Background: an optimization exercise with open tools, aiming at small area and a short achievable clock period. Do not read the settings as production practice. Power figures rest on the tool's default switching activity, not on a simulated workload.

// lampFPU_FMA
module lampFPU_FMA( clk,rst,
sign_op1_i,mant_op1_i,exp_op1_i,isZ_op1_i,isInf_op1_i, isSNAN_op1_i, isQNAN_op1_i,
sign_op2_i,mant_op2_i,exp_op2_i,isZ_op2_i,isInf_op2_i, isSNAN_op2_i, isQNAN_op2_i,
sign_op3_i,mant_op3_i,exp_op3_i,isInf_op3_i, isSNAN_op3_i, isQNAN_op3_i,
doFMU_i,is_mult_sub_i,is_add_sub_i,  
res_sign_o,res_mant_o, res_exp_o,
is_Overflow_o,is_Underflow_o,is_to_round_o,valid_o
);
input clk,rst;
input [F_SIGN-1:0]          sign_op1_i;
input [(F_MANT-1)+1:0]      mant_op1_i;  
input [(F_EXP-1)+1:0]       exp_op1_i;
input                       isZ_op1_i;
input						isInf_op1_i;
input						isSNAN_op1_i;
input						isQNAN_op1_i;
input [F_SIGN-1:0]          sign_op2_i;
input [(F_MANT-1)+1:0]      mant_op2_i;  
input [(F_EXP-1)+1:0]       exp_op2_i;
input                       isZ_op2_i;
input						isInf_op2_i;
input						isSNAN_op2_i;
input						isQNAN_op2_i;
input [F_SIGN-1:0]          sign_op3_i;
input [(F_MANT-1)+1:0]      mant_op3_i;  
input [(F_EXP+1)-1:0]       exp_op3_i;
input						isInf_op3_i;
input						isSNAN_op3_i;
input						isQNAN_op3_i;
input                       doFMU_i;
  ...
Size in the first run: ~1,200 cells after synthesis, roughly 83 flip-flops, about 9500 um^2 of cells after synthesis.
clock: 10.0 ns
lec_check: 0
cap_margin: 20
core_margin: 2
core_utilization: 40
setup_slack_margin: 3
slew_margin: 20
run.sh (not shown) runs the stock make flow with config.mk's settings and CLKGATE_MAP_FILE= SYNTH_SCRIPT=/design/flow/synth_recipe.tcl, a recipe that flattens the netlist after the stock synthesis.
==> next run, changes <==
--- a/flow/design.v
+++ b/flow/design.v
@@ -224,16 +224,17 @@
 logic [15:0] prod_r;             
 logic [23:0] op3_r;              
 logic        sub_r;              
 logic        exp_gt_r;           
 logic        exp_eq_r;           
 logic [7:0]  exp_r;
 logic        sign_gt_r, sign_le_r;   
 logic        force_ff_r, nan_r, ovf_r, noround_r, valid_r;
+logic        rst_r;              
 always_comb begin
     mult_sign = sign_op1_i ^ sign_op2_i;
     prod      = mant_op1_i * mant_op2_i;
     exp_prod  = exp_op1_i + exp_op2_i - 9'd127;
     align     = $signed({2'b0, exp_prod}) - $signed({2'b0, exp_op3_i}) + 11'sd9;
     op3_only  = align < 0;
     if (op3_only)
         op3_al = {9'b0, mant_op3_i, 7'b0};
@@ -247,45 +248,30 @@
         is_mult_sub_i, is_add_sub_i,
         isZ_op1_i, isInf_op1_i, isSNAN_op1_i, isQNAN_op1_i,
         isZ_op2_i, isInf_op2_i, isSNAN_op2_i, isQNAN_op2_i,
         mult_sign, sign_op3_i,
         isInf_op3_i, isSNAN_op3_i, isQNAN_op3_i);
     chk_spec  = chk_inf | chk_nan;
 end
 always_ff @(posedge clk) begin
-    if (rst) begin
-        prod_r     <= '0;
-        op3_r      <= '0;
-        sub_r      <= 1'b0;
-        exp_gt_r   <= 1'b0;
-        exp_eq_r   <= 1'b0;
-        exp_r      <= '0;
-        sign_gt_r  <= 1'b0;
-        sign_le_r  <= 1'b0;
-        force_ff_r <= 1'b0;
-        nan_r      <= 1'b0;
-        ovf_r      <= 1'b0;
-        noround_r  <= 1'b0;
-        valid_r    <= 1'b0;
-    end else begin
-        prod_r     <= op3_only ? 16'b0 : prod;
-        op3_r      <= op3_al ^ {24{do_sub & ~op3_only}};
-        sub_r      <= do_sub & ~op3_only;
-        exp_gt_r   <= align > 9;
-        exp_eq_r   <= align == 9;
-        exp_r      <= exp_pre[7:0];
-        sign_gt_r  <= chk_spec ? chk_sign : (mult_sign ^ is_mult_sub_i);
-        sign_le_r  <= chk_spec ? chk_sign : (sign_op3_i ^ is_add_sub_i);
-        force_ff_r <= chk_spec | exp_pre[8];
-        nan_r      <= chk_nan & ~chk_inf;
-        ovf_r      <= ~chk_spec & exp_pre[8];
-        noround_r  <= chk_spec | chk_valid;
-        valid_r    <= doFMU_i;
-    end
+    rst_r      <= rst;
+    prod_r     <= op3_only ? 16'b0 : prod;
+    op3_r      <= op3_al ^ {24{do_sub & ~op3_only}};
+    sub_r      <= do_sub & ~op3_only;
+    exp_gt_r   <= align > 9;
+    exp_eq_r   <= align == 9;
+    exp_r      <= exp_pre[7:0];
+    sign_gt_r  <= chk_spec ? chk_sign : (mult_sign ^ is_mult_sub_i);
+    sign_le_r  <= chk_spec ? chk_sign : (sign_op3_i ^ is_add_sub_i);
+    force_ff_r <= chk_spec | exp_pre[8];
+    nan_r      <= chk_nan & ~chk_inf;
+    ovf_r      <= ~chk_spec & exp_pre[8];
+    noround_r  <= chk_spec | chk_valid;
+    valid_r    <= doFMU_i;
 end
 logic        mult_gt;
 logic [24:0] add_a, add_b, add_p, add_g, grp_g, grp_p, carry, sum;
 logic [31:0] n0, n1, n2, n3, n4, n5;
 logic [4:0]  lz;
 logic        sum_zero;
 logic signed [9:0] exp_adj;
 logic        unf;
@@ -317,23 +303,23 @@
     lz[0] = ~n4[31];     n5 = lz[0] ? {n4[30:0], 1'b0}  : n4;
     sum_zero = ~n5[31];
     exp_adj  = sum_zero ? $signed({2'b0, exp_r}) : $signed({2'b0, exp_r}) + 10'sd9 - $signed({5'b0, lz});
     unf      = exp_adj < 0;
     mant_n   = {sum[24] & (lz == 5'd0), n5[31:22], |n5[21:17]};
     exp_n    = unf ? 8'b0 : exp_adj[7:0];
 end
 always_ff @(posedge clk) begin
-    if (rst) begin
+    if (rst | rst_r) begin
         res_sign_o     <= 1'b0;
         res_mant_o     <= '0;
         res_exp_o      <= '0;
         is_Overflow_o  <= 1'b0;
         is_Underflow_o <= 1'b0;
-        is_to_round_o  <= 1'b0;
+        is_to_round_o  <= ~rst;
         valid_o        <= 1'b0;
     end else begin
         res_sign_o     <= mult_gt ? sign_gt_r : sign_le_r;
         res_mant_o     <= force_ff_r ? {nan_r, 11'b0} : mant_n;
         res_exp_o      <= force_ff_r ? 8'hff : exp_n;
         is_Overflow_o  <= ovf_r;
         is_Underflow_o <= ~force_ff_r & unf;
         is_to_round_o  <= ~noround_r;
Effect:
- critical path depth shrinks by 4
- setup slack is better by 0.11 ns
- synthesized area grows by a few percent
- final area grows by a few percent
- via count shrinks by a few percent
- worst hold slack is better by 0.034 ns
- die area grows by a few percent
- combinational power grows by about a fifth
- cell count shrinks slightly
- total power grows by about a fifth
- clock power grows by a few percent
- clock-buffer cell count shrinks by 2
No functional check of the RTL was part of any run of this note.

re-timing with driven ports:
In the flow no input, the clock included, has a driving cell. The finished layouts below were timed again as built, in two steps.
Step 1 sets driving cells, clkbuf_16 on the clock port and buf_2 on the other inputs (assumed; they add their load-dependent delay and slew).
Step 2, shift: input delay + t, output delay - t, t = (earliest + latest rising clock arrival at the registers) / 2. This alone moves slack from input paths to output paths.
a / b / c = ideal ports / drivers / drivers and shift; a / b = the first two.
run	t, ns	slack for setup (ns)	worst register clock-pin slew, ns
the first run	0.393	3.307 / 3.307 / 3.023	0.07 / 0.07
the second run	0.380	3.419 / 3.419 / 3.066	0.07 / 0.07
After both steps setup and hold are still met in every run listed. For the second run, which loses most, drivers alone change the setup slack by 0.000 ns; drivers and shift together by -0.353 ns.
